Context: an optimization exercise on an open-source flow, tuned for small area, a short achievable clock period and few clock cycles per item. The choices shown serve that exercise and are no tape-out recipe.
Where RTL was checked, it was by simulation tests only, not by an equivalence proof against the original.

==> branch amber <==
// miner
module miner (
		input wire clk,
		input wire rst,
		input wire [255:0] X,
		input wire [95:0] Y,
		input wire [31:0] nonce_start,
		output reg hash_valid,
		output reg [255:0] hash,
		output reg [31:0] hash_nonce
	);
==> flow/config.mk <==
export PLATFORM = sky130hd
export DESIGN_NAME = miner
export DESIGN_NICKNAME = miner
export VERILOG_FILES = /design/flow/design.v
export SDC_FILE = /design/flow/constraint.sdc
export NUM_CORES = 4
export LEC_CHECK = 0
export ABC_AREA = 1
export CAP_MARGIN = 20
export CORE_MARGIN = 2
export CORE_UTILIZATION = 35
export PLACE_DENSITY = 0.5
export SETUP_SLACK_MARGIN = 5
export SLEW_MARGIN = 20
==> flow/constraint.sdc <==
create_clock -name core_clock -period 11.0 [get_ports {clk}]
set_input_delay 2.2000 -clock core_clock [delete_from_list [all_inputs] [get_ports {clk}]]
set_output_delay 2.2000 -clock core_clock [all_outputs]
set_load 0.01 [all_outputs]
standard.sh (not shown) runs the stock make flow with config.mk's settings and CLKGATE_MAP_FILE= SYNTH_SCRIPT=/design/flow/synth_recipe.tcl, a recipe that flattens the netlist after the stock synthesis.
==> flow/flow/run.sh <==
#!/bin/bash
set -euo pipefail
bash standard.sh \
  "BUFFER_PORTS_ARGS=-buffer_cell sky130_fd_sc_hd__buf_1" \
  "CTS_ARGS=-sink_clustering_enable -repair_clock_nets -buf_list sky130_fd_sc_hd__clkbuf_8 -dont_use_dummy_load" \
  "SETUP_SLACK_MARGIN=6.5" \
  finish > flow_make.log 2>&1
==> inputs of branch garnet, as changes to branch amber <==
--- a/flow/design.v
+++ b/flow/design.v
@@ -21,29 +21,31 @@
 	wire [31:0] maj = (a & b) ^ (a & c) ^ (b & c);
 	wire [31:0] t1s = hk ^ S1 ^ ch;
 	wire [31:0] t1c = {((hk & S1) | (hk & ch) | (S1 & ch)), 1'b0};
 	wire [31:0] es = t1s ^ t1c ^ d;
 	wire [31:0] ec = {((t1s & t1c) | (t1s & d) | (t1c & d)), 1'b0};
-	wire [31:0] e_new = es + ec;
+	wire [31:0] e_new;
+	add_sk e_add(.x(es), .y(ec), .s(e_new));
 	wire [31:0] as1 = t1s ^ t1c ^ S0;
 	wire [31:0] ac1 = {((t1s & t1c) | (t1s & S0) | (t1c & S0)), 1'b0};
 	wire [31:0] as2 = as1 ^ ac1 ^ maj;
 	wire [31:0] ac2 = {((as1 & ac1) | (as1 & maj) | (ac1 & maj)), 1'b0};
-	wire [31:0] a_new = as2 + ac2;
+	wire [31:0] a_new;
+	add_sk a_add(.x(as2), .y(ac2), .s(a_new));
 	wire [31:0] hsrc = r63 ? ivh : g;
 	wire [31:0] hs1 = hsrc ^ kn ^ w[1];
 	wire [31:0] hc1 = {((hsrc & kn) | (hsrc & w[1]) | (kn & w[1])), 1'b0};
 	wire [31:0] hk_new;
-	add_sk hk_add(.x(hs1), .y(hc1), .s(hk_new));
+	add_bk hk_add(.x(hs1), .y(hc1), .s(hk_new));
 	wire [31:0] s0 = rotr(w[1], 7) ^ rotr(w[1], 18) ^ (w[1] >> 3);
 	wire [31:0] s1 = rotr(w[14], 17) ^ rotr(w[14], 19) ^ (w[14] >> 10);
 	wire [31:0] ws1 = s0 ^ s1 ^ w[9];
 	wire [31:0] wc1 = {((s0 & s1) | (s0 & w[9]) | (s1 & w[9])), 1'b0};
 	wire [31:0] ws2 = ws1 ^ wc1 ^ w[0];
 	wire [31:0] wc2 = {((ws1 & wc1) | (ws1 & w[0]) | (wc1 & w[0])), 1'b0};
 	wire [31:0] nw;
-	add_sk nw_add(.x(ws2), .y(wc2), .s(nw));
+	add_bk nw_add(.x(ws2), .y(wc2), .s(nw));
 	integer i;
 	always @(posedge clk) begin
 		a <= r63 ? iva : a_new;
 		b <= r63 ? ivb : a;
 		c <= r63 ? ivc : b;
@@ -82,21 +84,23 @@
 	wire [31:0] maj = (a & b) ^ (a & c) ^ (b & c);
 	wire [31:0] t1s = hk ^ S1 ^ ch;
 	wire [31:0] t1c = {((hk & S1) | (hk & ch) | (S1 & ch)), 1'b0};
 	wire [31:0] es = t1s ^ t1c ^ d;
 	wire [31:0] ec = {((t1s & t1c) | (t1s & d) | (t1c & d)), 1'b0};
-	wire [31:0] e_new = es + ec;
+	wire [31:0] e_new;
+	add_sk e_add(.x(es), .y(ec), .s(e_new));
 	wire [31:0] as1 = t1s ^ t1c ^ S0;
 	wire [31:0] ac1 = {((t1s & t1c) | (t1s & S0) | (t1c & S0)), 1'b0};
 	wire [31:0] as2 = as1 ^ ac1 ^ maj;
 	wire [31:0] ac2 = {((as1 & ac1) | (as1 & maj) | (ac1 & maj)), 1'b0};
-	wire [31:0] a_new = as2 + ac2;
+	wire [31:0] a_new;
+	add_sk a_add(.x(as2), .y(ac2), .s(a_new));
 	wire [31:0] hsrc = r63 ? 32'd0 : r0 ? IVG : g;
 	wire [31:0] hs1 = hsrc ^ kn ^ w[1];
 	wire [31:0] hc1 = {((hsrc & kn) | (hsrc & w[1]) | (kn & w[1])), 1'b0};
 	wire [31:0] hk_new;
-	add_sk hk_add(.x(hs1), .y(hc1), .s(hk_new));
+	add_bk hk_add(.x(hs1), .y(hc1), .s(hk_new));
 	wire [31:0] dop = r0 ? hk : c;
 	wire [31:0] dx = r62 ? IVE_MINUS_A : r63 ? IVD : r0 ? E0_MINUS_A0 : 32'd0;
 	wire [31:0] dsum;
 	add_bk d_add(.x(dop), .y(dx), .s(dsum));
 	wire [31:0] s0 = rotr(w[1], 7) ^ rotr(w[1], 18) ^ (w[1] >> 3);
@@ -104,11 +108,11 @@
 	wire [31:0] ws1 = s0 ^ s1 ^ w[9];
 	wire [31:0] wc1 = {((s0 & s1) | (s0 & w[9]) | (s1 & w[9])), 1'b0};
 	wire [31:0] ws2 = ws1 ^ wc1 ^ w[0];
 	wire [31:0] wc2 = {((ws1 & wc1) | (ws1 & w[0]) | (wc1 & w[0])), 1'b0};
 	wire [31:0] nw;
-	add_sk nw_add(.x(ws2), .y(wc2), .s(nw));
+	add_bk nw_add(.x(ws2), .y(wc2), .s(nw));
 	wire [31:0] conv;
 	add_bk conv_add(.x(w[2]), .y(conv_x), .s(conv));
 	wire [31:0] fb, fc, ff, fg, fh;
 	add_bk fb_add(.x(a), .y(IVB), .s(fb));
 	add_bk fc_add(.x(b), .y(IVC), .s(fc));
==> comparison table <==
quantity                                                                        branch amber            branch garnet
Multi-input combinational cell count                                                    7098                     6246
Met3 GRT Util                                                                          8.34%                    4.22%
Clock tree skew after final layout                                                  0.116 ns                 0.127 ns
Worst-case register-to-register setup slack                                          6.50 ns                  6.51 ns
Final nets                                                                             12800                    11700
Total routed wire length on the met1 layer                                         190000 um                142000 um
Run status                                                           complete, no violations  complete, no violations
Standard-cell rows                                                                       184                      180
Multi-input logic portion of the cell area                                             47.1%                    45.9%
Fraction of the mapped netlist area in adder cells                                     16.8%                    18.6%
Levels on crit path                                                                       21                       18
Sequential portion of the cell area                                                    34.5%                    36.2%
Critical path capture point                                                    eng2.w[1][31]               eng2.a[17]
Share of final-layout standard cells stronger than drive strength 1                    9.02%                    8.82%
Testbench counts of branch amber, summed over its fixed seeds: cycles 21,136, items 320.
Testbench counts of branch garnet, summed over its fixed seeds: cycles 21,136, items 320.

==> inputs of v28 <==
Another version of the RTL of miner (not shown whole).
clock: 11.0 ns
lec_check: 0
cap_margin: 20
core_margin: 2
core_utilization: 35
place_density: 0.5
slew_margin: 20
run.sh (not shown) runs the stock make flow with config.mk's settings and CLKGATE_MAP_FILE= SYNTH_SCRIPT=/design/flow/synth_recipe.tcl, a recipe that flattens the netlist after the stock synthesis.
Stock flow here: none of the scripts above is used.
==> v17: changes against v28 <==
==> flow/design.v (replaced) <==
`timescale 1ns / 1ps
`default_nettype none
module sha_eng1 (
		input wire clk,
		input wire [31:0] kn,            
		input wire r63, input wire ge48,
		input wire [255:0] iv,
		input wire [31:0] tail_m,
		output wire [255:0] h1           
	);
	function [31:0] rotr(input [31:0] x, input integer s);
		rotr = (x >> s) | (x << (32 - s));
	endfunction
	wire [31:0] iva = iv[31:0], ivb = iv[63:32], ivc = iv[95:64], ivd = iv[127:96];
	wire [31:0] ive = iv[159:128], ivf = iv[191:160], ivg = iv[223:192], ivh = iv[255:224];
	reg [31:0] a, b, c, d, e, f, g, hk;
	reg [31:0] w[0:15];
	wire [31:0] S1 = rotr(e, 6) ^ rotr(e, 11) ^ rotr(e, 25);
	wire [31:0] ch = (e & f) ^ (~e & g);
	wire [31:0] S0 = rotr(a, 2) ^ rotr(a, 13) ^ rotr(a, 22);
	wire [31:0] maj = (a & b) ^ (a & c) ^ (b & c);
	wire [31:0] t1s = hk ^ S1 ^ ch;
	wire [31:0] t1c = {((hk & S1) | (hk & ch) | (S1 & ch)), 1'b0};
	wire [31:0] es = t1s ^ t1c ^ d;
	wire [31:0] ec = {((t1s & t1c) | (t1s & d) | (t1c & d)), 1'b0};
	wire [31:0] e_new = es + ec;
	wire [31:0] as1 = t1s ^ t1c ^ S0;
	wire [31:0] ac1 = {((t1s & t1c) | (t1s & S0) | (t1c & S0)), 1'b0};
	wire [31:0] as2 = as1 ^ ac1 ^ maj;
	wire [31:0] ac2 = {((as1 & ac1) | (as1 & maj) | (ac1 & maj)), 1'b0};
	wire [31:0] a_new = as2 + ac2;
	wire [31:0] hsrc = r63 ? ivh : g;
	wire [31:0] hs1 = hsrc ^ kn ^ w[1];
	wire [31:0] hc1 = {((hsrc & kn) | (hsrc & w[1]) | (kn & w[1])), 1'b0};
	wire [31:0] hk_new = hs1 + hc1;
	wire [31:0] s0 = rotr(w[1], 7) ^ rotr(w[1], 18) ^ (w[1] >> 3);
	wire [31:0] s1 = rotr(w[14], 17) ^ rotr(w[14], 19) ^ (w[14] >> 10);
	wire [31:0] ws1 = s0 ^ s1 ^ w[9];
	wire [31:0] wc1 = {((s0 & s1) | (s0 & w[9]) | (s1 & w[9])), 1'b0};
	wire [31:0] ws2 = ws1 ^ wc1 ^ w[0];
	wire [31:0] wc2 = {((ws1 & wc1) | (ws1 & w[0]) | (wc1 & w[0])), 1'b0};
	wire [31:0] nw = ws2 + wc2;
	integer i;
	always @(posedge clk) begin
		a <= r63 ? iva : a_new;
		b <= r63 ? ivb : a;
		c <= r63 ? ivc : b;
		d <= r63 ? ivd : c;
		e <= r63 ? ive : e_new;
		f <= r63 ? ivf : e;
		g <= r63 ? ivg : f;
		hk <= hk_new;
		for (i = 0; i < 15; i = i + 1) w[i] <= w[i + 1];
		w[15] <= ge48 ? tail_m : nw;
	end
	assign h1 = {g, f, e, e_new, c, b, a, a_new};
endmodule
module sha_eng2 (
		input wire clk,
		input wire [31:0] kn,            
		input wire r0, input wire r62, input wire r63, input wire ge48,
		input wire [31:0] tail_m,
		input wire ld_en,
		input wire [255:0] ld_data,      
		input wire [31:0] conv_x,        
		output wire [255:0] digest
	);
	function [31:0] rotr(input [31:0] x, input integer s);
		rotr = (x >> s) | (x << (32 - s));
	endfunction
	localparam [31:0] IVA = 32'h6a09e667, IVB = 32'hbb67ae85, IVC = 32'h3c6ef372, IVD = 32'ha54ff53a;
	localparam [31:0] IVE = 32'h510e527f, IVF = 32'h9b05688c, IVG = 32'h1f83d9ab, IVH = 32'h5be0cd19;
	localparam [31:0] IVE_MINUS_A = 32'he7046c18;
	localparam [31:0] E0_MINUS_A0 = 32'h9cbf5a55;
	reg [31:0] a, b, c, d, e, f, g, h, hk;
	reg [31:0] w[0:15];
	wire [31:0] S1 = rotr(e, 6) ^ rotr(e, 11) ^ rotr(e, 25);
	wire [31:0] ch = (e & f) ^ (~e & g);
	wire [31:0] S0 = rotr(a, 2) ^ rotr(a, 13) ^ rotr(a, 22);
	wire [31:0] maj = (a & b) ^ (a & c) ^ (b & c);
	wire [31:0] t1s = hk ^ S1 ^ ch;
	wire [31:0] t1c = {((hk & S1) | (hk & ch) | (S1 & ch)), 1'b0};
	wire [31:0] es = t1s ^ t1c ^ d;
	wire [31:0] ec = {((t1s & t1c) | (t1s & d) | (t1c & d)), 1'b0};
	wire [31:0] e_new = es + ec;
	wire [31:0] as1 = t1s ^ t1c ^ S0;
	wire [31:0] ac1 = {((t1s & t1c) | (t1s & S0) | (t1c & S0)), 1'b0};
	wire [31:0] as2 = as1 ^ ac1 ^ maj;
	wire [31:0] ac2 = {((as1 & ac1) | (as1 & maj) | (ac1 & maj)), 1'b0};
	wire [31:0] a_new = as2 + ac2;
	wire [31:0] hsrc = r63 ? 32'd0 : r0 ? IVG : g;
	wire [31:0] hs1 = hsrc ^ kn ^ w[1];
	wire [31:0] hc1 = {((hsrc & kn) | (hsrc & w[1]) | (kn & w[1])), 1'b0};
	wire [31:0] hk_new = hs1 + hc1;
	wire [31:0] dop = r0 ? hk : c;
	wire [31:0] dx = r62 ? IVE_MINUS_A : r63 ? IVD : r0 ? E0_MINUS_A0 : 32'd0;
	wire [31:0] dsum = dop + dx;
	wire [31:0] s0 = rotr(w[1], 7) ^ rotr(w[1], 18) ^ (w[1] >> 3);
	wire [31:0] s1 = rotr(w[14], 17) ^ rotr(w[14], 19) ^ (w[14] >> 10);
	wire [31:0] ws1 = s0 ^ s1 ^ w[9];
	wire [31:0] wc1 = {((s0 & s1) | (s0 & w[9]) | (s1 & w[9])), 1'b0};
	wire [31:0] ws2 = ws1 ^ wc1 ^ w[0];
	wire [31:0] wc2 = {((ws1 & wc1) | (ws1 & w[0]) | (wc1 & w[0])), 1'b0};
	wire [31:0] nw = ws2 + wc2;
	wire [31:0] conv = w[2] + conv_x;
	integer i;
	always @(posedge clk) begin
		a <= r0 ? hk : a_new;
		e <= r0 ? dsum : e_new;
		b <= r0 ? IVA : a + (r63 ? IVB : 32'd0);
		c <= r0 ? IVB : b + (r63 ? IVC : 32'd0);
		d <= r0 ? IVC : dsum;
		f <= r0 ? IVE : e + (r63 ? IVF : 32'd0);
		g <= r0 ? IVF : f + (r63 ? IVG : 32'd0);
		h <= g + IVH;
		hk <= hk_new;
		w[0] <= w[1];
		w[1] <= conv;
		for (i = 2; i < 10; i = i + 1) w[i] <= ld_en ? ld_data[32*(i-2) +: 32] : w[i + 1];
		for (i = 10; i < 15; i = i + 1) w[i] <= w[i + 1];
		w[15] <= ge48 ? tail_m : nw;
	end
	assign digest = {h, g, f, e, d, c, b, a};
endmodule
`timescale 1ns / 1ps
`default_nettype none
module miner (
		input wire clk,
		input wire rst,
		input wire [255:0] X,
		input wire [95:0] Y,
		input wire [31:0] nonce_start,
		output reg hash_valid,
		output reg [255:0] hash,
		output reg [31:0] hash_nonce
	);
	function [31:0] flip(input [31:0] v);
		flip = {v[7:0], v[15:8], v[23:16], v[31:24]};
	endfunction
	localparam [2047:0] KTAB = {
		32'hc67178f2,
		32'hbef9a3f7,
		32'ha4506ceb,
		32'h90befffa,
		32'h8cc70208,
		32'h84c87814,
		32'h78a5636f,
		32'h748f82ee,
		32'h682e6ff3,
		32'h5b9cca4f,
		32'h4ed8aa4a,
		32'h391c0cb3,
		32'h34b0bcb5,
		32'h2748774c,
		32'h1e376c08,
		32'h19a4c116,
		32'h106aa070,
		32'hf40e3585,
		32'hd6990624,
		32'hd192e819,
		32'hc76c51a3,
		32'hc24b8b70,
		32'ha81a664b,
		32'ha2bfe8a1,
		32'h92722c85,
		32'h81c2c92e,
		32'h766a0abb,
		32'h650a7354,
		32'h53380d13,
		32'h4d2c6dfc,
		32'h2e1b2138,
		32'h27b70a85,
		32'h14292967,
		32'h06ca6351,
		32'hd5a79147,
		32'hc6e00bf3,
		32'hbf597fc7,
		32'hb00327c8,
		32'ha831c66d,
		32'h983e5152,
		32'h76f988da,
		32'h5cb0a9dc,
		32'h4a7484aa,
		32'h2de92c6f,
		32'h240ca1cc,
		32'h0fc19dc6,
		32'hefbe4786,
		32'he49b69c1,
		32'hc19bf174,
		32'h9bdc06a7,
		32'h80deb1fe,
		32'h72be5d74,
		32'h550c7dc3,
		32'h243185be,
		32'h12835b01,
		32'hd807aa98,
		32'hab1c5ed5,
		32'h923f82a4,
		32'h59f111f1,
		32'h3956c25b,
		32'he9b5dba5,
		32'hb5c0fbcf,
		32'h71374491,
		32'h428a2f98};
	reg [255:0] Xr;
	always @(posedge clk) Xr <= X;
	reg [5:0] phase;
	reg [31:0] k1, kd, k2;
	reg [1:0] primed;       
	reg [31:0] N;           
	reg valid_r;
	reg e1_r63, e1_ge48;
	reg e2_r0, e2_r62, e2_r63, e2_ge48;
	wire [5:0] phase_n = rst ? 6'd48 : phase + 6'd1;
	wire [5:0] kidx1 = phase + 6'd2;
	always @(posedge clk) begin
		phase <= phase_n;
		k1 <= rst ? KTAB[32*49 +: 32] : KTAB[32*kidx1 +: 32];
		kd <= k1;
		k2 <= (phase == 6'd0) ? 32'hfc08884d : (phase == 6'd63) ? 32'h307b5f59 : kd;
		e1_r63 <= (phase_n == 6'd63);
		e1_ge48 <= (phase_n >= 6'd48);
		e2_r0 <= (phase_n == 6'd2);
		e2_r62 <= (phase_n == 6'd0);
		e2_r63 <= (phase_n == 6'd1);
		e2_ge48 <= (phase_n >= 6'd50) || (phase_n < 6'd2);
		if (rst) begin
			primed <= 2'd0;
			valid_r <= 1'b0;
			N <= nonce_start;
		end else begin
			if (phase == 6'd0 && primed != 2'd3) primed <= primed + 2'd1;
			valid_r <= (phase == 6'd1) && (primed == 2'd3);
			if (valid_r) N <= N + 32'd1;
		end
	end
	wire [31:0] n1 = N + {30'd0, primed[1], primed[0] & ~primed[1]};
	reg [31:0] m1;
	always @(*) begin
		case (phase[3:0])
			4'd0: m1 = flip(Y[31:0]);
			4'd1: m1 = flip(Y[63:32]);
			4'd2: m1 = flip(Y[95:64]);
			4'd3: m1 = flip(n1);
			4'd4: m1 = 32'h80000000;
			4'd15: m1 = 32'h00000280;
			default: m1 = 32'd0;
		endcase
	end
	wire [3:0] r2lo = phase[3:0] - 4'd2;
	wire [31:0] m2 = (r2lo == 4'd8) ? 32'h80000000 : (r2lo == 4'd15) ? 32'h00000100 : 32'd0;
	wire [31:0] conv_x = (phase < 6'd8) ? Xr[32*phase[2:0] +: 32] : 32'd0;
	wire [255:0] h1, st2;
	sha_eng1 eng1(.clk(clk), .kn(k1), .r63(e1_r63), .ge48(e1_ge48),
		.iv(Xr), .tail_m(m1), .h1(h1));
	sha_eng2 eng2(.clk(clk), .kn(k2), .r0(e2_r0), .r62(e2_r62), .r63(e2_r63), .ge48(e2_ge48),
		.tail_m(m2), .ld_en(e1_r63), .ld_data(h1), .conv_x(conv_x), .digest(st2));
	integer j;
	always @(*) begin
		hash_valid = valid_r;
		hash_nonce = N;
		for (j = 0; j < 8; j = j + 1) hash[32*j +: 32] = flip(st2[32*j +: 32]);
	end
endmodule
- SETUP_SLACK_MARGIN: default -> 5
==> v12: changes against v28 <==
==> flow/design.v (replaced) <==
`timescale 1ns / 1ps
`default_nettype none
module sha_eng1 (
		input wire clk,
		input wire [31:0] kn,            
		input wire r63, input wire ge48,
		input wire [255:0] iv,
		input wire [31:0] tail_m,
		output wire [255:0] h1           
	);
	function [31:0] rotr(input [31:0] x, input integer s);
		rotr = (x >> s) | (x << (32 - s));
	endfunction
	wire [31:0] iva = iv[31:0], ivb = iv[63:32], ivc = iv[95:64], ivd = iv[127:96];
	wire [31:0] ive = iv[159:128], ivf = iv[191:160], ivg = iv[223:192], ivh = iv[255:224];
	reg [31:0] a, b, c, d, e, f, g, hk;
	reg [31:0] w[0:15];
	wire [31:0] S1 = rotr(e, 6) ^ rotr(e, 11) ^ rotr(e, 25);
	wire [31:0] ch = (e & f) ^ (~e & g);
	wire [31:0] S0 = rotr(a, 2) ^ rotr(a, 13) ^ rotr(a, 22);
	wire [31:0] maj = (a & b) ^ (a & c) ^ (b & c);
	wire [31:0] t1s = hk ^ S1 ^ ch;
	wire [31:0] t1c = {((hk & S1) | (hk & ch) | (S1 & ch)), 1'b0};
	wire [31:0] es = t1s ^ t1c ^ d;
	wire [31:0] ec = {((t1s & t1c) | (t1s & d) | (t1c & d)), 1'b0};
	wire [31:0] e_new = es + ec;
	wire [31:0] as1 = t1s ^ t1c ^ S0;
	wire [31:0] ac1 = {((t1s & t1c) | (t1s & S0) | (t1c & S0)), 1'b0};
	wire [31:0] as2 = as1 ^ ac1 ^ maj;
	wire [31:0] ac2 = {((as1 & ac1) | (as1 & maj) | (ac1 & maj)), 1'b0};
	wire [31:0] a_new = as2 + ac2;
	wire [31:0] hsrc = r63 ? ivh : g;
	wire [31:0] hs1 = hsrc ^ kn ^ w[1];
	wire [31:0] hc1 = {((hsrc & kn) | (hsrc & w[1]) | (kn & w[1])), 1'b0};
	wire [31:0] hk_new = hs1 + hc1;
	wire [31:0] s0 = rotr(w[1], 7) ^ rotr(w[1], 18) ^ (w[1] >> 3);
	wire [31:0] s1 = rotr(w[14], 17) ^ rotr(w[14], 19) ^ (w[14] >> 10);
	wire [31:0] ws1 = s0 ^ s1 ^ w[9];
	wire [31:0] wc1 = {((s0 & s1) | (s0 & w[9]) | (s1 & w[9])), 1'b0};
	wire [31:0] ws2 = ws1 ^ wc1 ^ w[0];
	wire [31:0] wc2 = {((ws1 & wc1) | (ws1 & w[0]) | (wc1 & w[0])), 1'b0};
	wire [31:0] nw = ws2 + wc2;
	integer i;
	always @(posedge clk) begin
		a <= r63 ? iva : a_new;
		b <= r63 ? ivb : a;
		c <= r63 ? ivc : b;
		d <= r63 ? ivd : c;
		e <= r63 ? ive : e_new;
		f <= r63 ? ivf : e;
		g <= r63 ? ivg : f;
		hk <= hk_new;
		for (i = 0; i < 15; i = i + 1) w[i] <= w[i + 1];
		w[15] <= ge48 ? tail_m : nw;
	end
	assign h1 = {g, f, e, e_new, c, b, a, a_new};
endmodule
module sha_eng2 (
		input wire clk,
		input wire [31:0] kn,            
		input wire r0, input wire r62, input wire r63, input wire ge48,
		input wire [31:0] tail_m,
		input wire ld_en,
		input wire [255:0] ld_data,      
		input wire [31:0] conv_x,        
		output wire [255:0] digest
	);
	function [31:0] rotr(input [31:0] x, input integer s);
		rotr = (x >> s) | (x << (32 - s));
	endfunction
	localparam [31:0] IVA = 32'h6a09e667, IVB = 32'hbb67ae85, IVC = 32'h3c6ef372, IVD = 32'ha54ff53a;
	localparam [31:0] IVE = 32'h510e527f, IVF = 32'h9b05688c, IVG = 32'h1f83d9ab, IVH = 32'h5be0cd19;
	localparam [31:0] IVE_MINUS_A = 32'he7046c18;
	localparam [31:0] E0_MINUS_A0 = 32'h9cbf5a55;
	reg [31:0] a, b, c, d, e, f, g, h, hk;
	reg [31:0] w[0:15];
	wire [31:0] S1 = rotr(e, 6) ^ rotr(e, 11) ^ rotr(e, 25);
	wire [31:0] ch = (e & f) ^ (~e & g);
	wire [31:0] S0 = rotr(a, 2) ^ rotr(a, 13) ^ rotr(a, 22);
	wire [31:0] maj = (a & b) ^ (a & c) ^ (b & c);
	wire [31:0] t1s = hk ^ S1 ^ ch;
	wire [31:0] t1c = {((hk & S1) | (hk & ch) | (S1 & ch)), 1'b0};
	wire [31:0] es = t1s ^ t1c ^ d;
	wire [31:0] ec = {((t1s & t1c) | (t1s & d) | (t1c & d)), 1'b0};
	wire [31:0] e_new = es + ec;
	wire [31:0] as1 = t1s ^ t1c ^ S0;
	wire [31:0] ac1 = {((t1s & t1c) | (t1s & S0) | (t1c & S0)), 1'b0};
	wire [31:0] as2 = as1 ^ ac1 ^ maj;
	wire [31:0] ac2 = {((as1 & ac1) | (as1 & maj) | (ac1 & maj)), 1'b0};
	wire [31:0] a_new = as2 + ac2;
	wire [31:0] hsrc = r63 ? 32'd0 : r0 ? IVG : g;
	wire [31:0] hs1 = hsrc ^ kn ^ w[1];
	wire [31:0] hc1 = {((hsrc & kn) | (hsrc & w[1]) | (kn & w[1])), 1'b0};
	wire [31:0] hk_new = hs1 + hc1;
	wire [31:0] dop = r0 ? hk : c;
	wire [31:0] dx = r62 ? IVE_MINUS_A : r63 ? IVD : r0 ? E0_MINUS_A0 : 32'd0;
	wire [31:0] dsum = dop + dx;
	wire [31:0] s0 = rotr(w[1], 7) ^ rotr(w[1], 18) ^ (w[1] >> 3);
	wire [31:0] s1 = rotr(w[14], 17) ^ rotr(w[14], 19) ^ (w[14] >> 10);
	wire [31:0] ws1 = s0 ^ s1 ^ w[9];
	wire [31:0] wc1 = {((s0 & s1) | (s0 & w[9]) | (s1 & w[9])), 1'b0};
	wire [31:0] ws2 = ws1 ^ wc1 ^ w[0];
	wire [31:0] wc2 = {((ws1 & wc1) | (ws1 & w[0]) | (wc1 & w[0])), 1'b0};
	wire [31:0] nw = ws2 + wc2;
	wire [31:0] conv = w[2] + conv_x;
	integer i;
	always @(posedge clk) begin
		a <= r0 ? hk : a_new;
		e <= r0 ? dsum : e_new;
		b <= r0 ? IVA : a + (r63 ? IVB : 32'd0);
		c <= r0 ? IVB : b + (r63 ? IVC : 32'd0);
		d <= r0 ? IVC : dsum;
		f <= r0 ? IVE : e + (r63 ? IVF : 32'd0);
		g <= r0 ? IVF : f + (r63 ? IVG : 32'd0);
		h <= g + IVH;
		hk <= hk_new;
		w[0] <= w[1];
		w[1] <= conv;
		for (i = 2; i < 10; i = i + 1) w[i] <= ld_en ? ld_data[32*(i-2) +: 32] : w[i + 1];
		for (i = 10; i < 15; i = i + 1) w[i] <= w[i + 1];
		w[15] <= ge48 ? tail_m : nw;
	end
	assign digest = {h, g, f, e, d, c, b, a};
endmodule
`timescale 1ns / 1ps
`default_nettype none
module miner (
		input wire clk,
		input wire rst,
		input wire [255:0] X,
		input wire [95:0] Y,
		input wire [31:0] nonce_start,
		output reg hash_valid,
		output reg [255:0] hash,
		output reg [31:0] hash_nonce
	);
	function [31:0] flip(input [31:0] v);
		flip = {v[7:0], v[15:8], v[23:16], v[31:24]};
	endfunction
	localparam [2047:0] KTAB = {
		32'hc67178f2,
		32'hbef9a3f7,
		32'ha4506ceb,
		32'h90befffa,
		32'h8cc70208,
		32'h84c87814,
		32'h78a5636f,
		32'h748f82ee,
		32'h682e6ff3,
		32'h5b9cca4f,
		32'h4ed8aa4a,
		32'h391c0cb3,
		32'h34b0bcb5,
		32'h2748774c,
		32'h1e376c08,
		32'h19a4c116,
		32'h106aa070,
		32'hf40e3585,
		32'hd6990624,
		32'hd192e819,
		32'hc76c51a3,
		32'hc24b8b70,
		32'ha81a664b,
		32'ha2bfe8a1,
		32'h92722c85,
		32'h81c2c92e,
		32'h766a0abb,
		32'h650a7354,
		32'h53380d13,
		32'h4d2c6dfc,
		32'h2e1b2138,
		32'h27b70a85,
		32'h14292967,
		32'h06ca6351,
		32'hd5a79147,
		32'hc6e00bf3,
		32'hbf597fc7,
		32'hb00327c8,
		32'ha831c66d,
		32'h983e5152,
		32'h76f988da,
		32'h5cb0a9dc,
		32'h4a7484aa,
		32'h2de92c6f,
		32'h240ca1cc,
		32'h0fc19dc6,
		32'hefbe4786,
		32'he49b69c1,
		32'hc19bf174,
		32'h9bdc06a7,
		32'h80deb1fe,
		32'h72be5d74,
		32'h550c7dc3,
		32'h243185be,
		32'h12835b01,
		32'hd807aa98,
		32'hab1c5ed5,
		32'h923f82a4,
		32'h59f111f1,
		32'h3956c25b,
		32'he9b5dba5,
		32'hb5c0fbcf,
		32'h71374491,
		32'h428a2f98};
	wire [255:0] Xr = X;
	reg [5:0] phase;
	reg [31:0] k1, kd, k2;
	reg [1:0] primed;       
	reg [31:0] N;           
	reg valid_r;
	reg e1_r63, e1_ge48;
	reg e2_r0, e2_r62, e2_r63, e2_ge48;
	wire [5:0] phase_n = rst ? 6'd48 : phase + 6'd1;
	wire [5:0] kidx1 = phase + 6'd2;
	always @(posedge clk) begin
		phase <= phase_n;
		k1 <= rst ? KTAB[32*49 +: 32] : KTAB[32*kidx1 +: 32];
		kd <= k1;
		k2 <= (phase == 6'd0) ? 32'hfc08884d : (phase == 6'd63) ? 32'h307b5f59 : kd;
		e1_r63 <= (phase_n == 6'd63);
		e1_ge48 <= (phase_n >= 6'd48);
		e2_r0 <= (phase_n == 6'd2);
		e2_r62 <= (phase_n == 6'd0);
		e2_r63 <= (phase_n == 6'd1);
		e2_ge48 <= (phase_n >= 6'd50) || (phase_n < 6'd2);
		if (rst) begin
			primed <= 2'd0;
			valid_r <= 1'b0;
			N <= nonce_start;
		end else begin
			if (phase == 6'd0 && primed != 2'd3) primed <= primed + 2'd1;
			valid_r <= (phase == 6'd1) && (primed == 2'd3);
			if (valid_r) N <= N + 32'd1;
		end
	end
	wire [31:0] n1 = N + {30'd0, primed[1], primed[0] & ~primed[1]};
	reg [31:0] m1;
	always @(*) begin
		case (phase[3:0])
			4'd0: m1 = flip(Y[31:0]);
			4'd1: m1 = flip(Y[63:32]);
			4'd2: m1 = flip(Y[95:64]);
			4'd3: m1 = flip(n1);
			4'd4: m1 = 32'h80000000;
			4'd15: m1 = 32'h00000280;
			default: m1 = 32'd0;
		endcase
	end
	wire [3:0] r2lo = phase[3:0] - 4'd2;
	wire [31:0] m2 = (r2lo == 4'd8) ? 32'h80000000 : (r2lo == 4'd15) ? 32'h00000100 : 32'd0;
	wire [31:0] conv_x = (phase < 6'd8) ? Xr[32*phase[2:0] +: 32] : 32'd0;
	wire [255:0] h1, st2;
	sha_eng1 eng1(.clk(clk), .kn(k1), .r63(e1_r63), .ge48(e1_ge48),
		.iv(Xr), .tail_m(m1), .h1(h1));
	sha_eng2 eng2(.clk(clk), .kn(k2), .r0(e2_r0), .r62(e2_r62), .r63(e2_r63), .ge48(e2_ge48),
		.tail_m(m2), .ld_en(e1_r63), .ld_data(h1), .conv_x(conv_x), .digest(st2));
	integer j;
	always @(*) begin
		hash_valid = valid_r;
		hash_nonce = N;
		for (j = 0; j < 8; j = j + 1) hash[32*j +: 32] = flip(st2[32*j +: 32]);
	end
endmodule
- SETUP_SLACK_MARGIN: default -> 5
==> impl_metrics.tcl <==
set metrics [dict create \
    reg_top3 "eng1.w x512, eng2.w x512, Xr x256" \
    inv_count 760 \
    wl_met1_mm 181 \
    fin_cells 14590 \
    outcome "no timing/DRC/antenna violations" \
    syn_to_final_growth_pct 18.3 \
    crit_path_max_incr_delay_ps 580 \
    crit_start "kidx1[0]$_DFF_P_" \
]
[end of results for v28]
==> impl_metrics.tcl <==
set metrics [dict create \
    outcome "no timing/DRC/antenna violations" \
    yosysWarnings 5 \
    inv_count 715 \
    synth.area.top_cells "dfxtp_1 39%, fa_1 10%, mux2_2 7.0%, xnor2_1 6.9%, ha_1 5.8%" \
    crit_path_max_incr_delay_ps 810 \
    grt_pass1_vias 64444 \
    wl_met1_mm 157 \
    reg_top3 "eng1.w x512, eng2.w x512" \
    syn_to_final_growth_pct 20.2 \
    fin_cells 12307 \
    crit_start "eng1.e[28]$_DFF_P_" \
]
[end of results for v12]
==> impl_metrics.tcl <==
set metrics [dict create \
    fp.dieW_um 514 \
    inv_count 721 \
    use_met1_pct 36.6 \
    crit_start "eng1.e[27]$_DFF_P_" \
    outcome "no timing/DRC/antenna violations" \
    wl_met1_mm 163 \
    reg_top3 "eng1.w x512, eng2.w x512, Xr x256" \
    fin_cells 12765 \
    worstPathCellList "xnor2_1, xnor2_1, fa_1, inv_1, fa_1, inv_1, fa_1, ha_1, a21o_1, a21oi_1, o21ai_0, a21oi_2, o211ai_1, a2111oi_2, o21ai_0, mux2i_1, nand2_1" \
    cts_tree "yes" \
    crit_path_max_incr_delay_ps 630 \
]
[end of results for v17]
Testbench counts of v28, summed over its fixed seeds: cycles 21,128, items 320.
Testbench counts of v12, summed over its fixed seeds: cycles 21,136, items 320.
Only the layout flow was run in v17; the RTL was not checked for function there.

[port drivers added, routing unchanged]
The results above use ideal ports. As a check the final layouts listed here were re-extracted and re-timed, cells and wires unchanged. Step 1, drivers: a clkbuf_16 drives clk and a buf_2 each remaining input, both assumed. Step 2 times the ports against the registers' clock, not the clock port: input delays grow and output delays shrink by t, the midpoint of the rising clock arrivals with the driver on. Slacks: ideal ports / drivers / drivers and shift; pairs: ideal ports / drivers.
| run | t, ns | slack for setup (ns) | worst setup path after step 2 | worst slew at a driven data input, ns | cell pins on the clock port's net |
|---|---|---|---|---|---|
| branch amber | 1.138 | 6.467 / 6.504 / 5.395 | input to register | 0.14 | 1 |
| branch garnet | 1.077 | 6.509 / 6.509 / 5.630 | input to register | 0.13 | 1 |
| v28 | 0.990 | 3.698 / 3.698 / 3.698 | register to register | 0.20 | 1 |
| v17 | 0.958 | 5.006 / 5.006 / 5.006 | register to register | 0.10 | 1 |
| v12 | 0.953 | 5.044 / 5.044 / 4.282 | input to register | 0.17 | 1 |
After both steps setup and hold are still met in every run listed. The setup slack of branch amber, which loses most, moves by +0.037 ns with the drivers and by -1.072 ns with both steps.
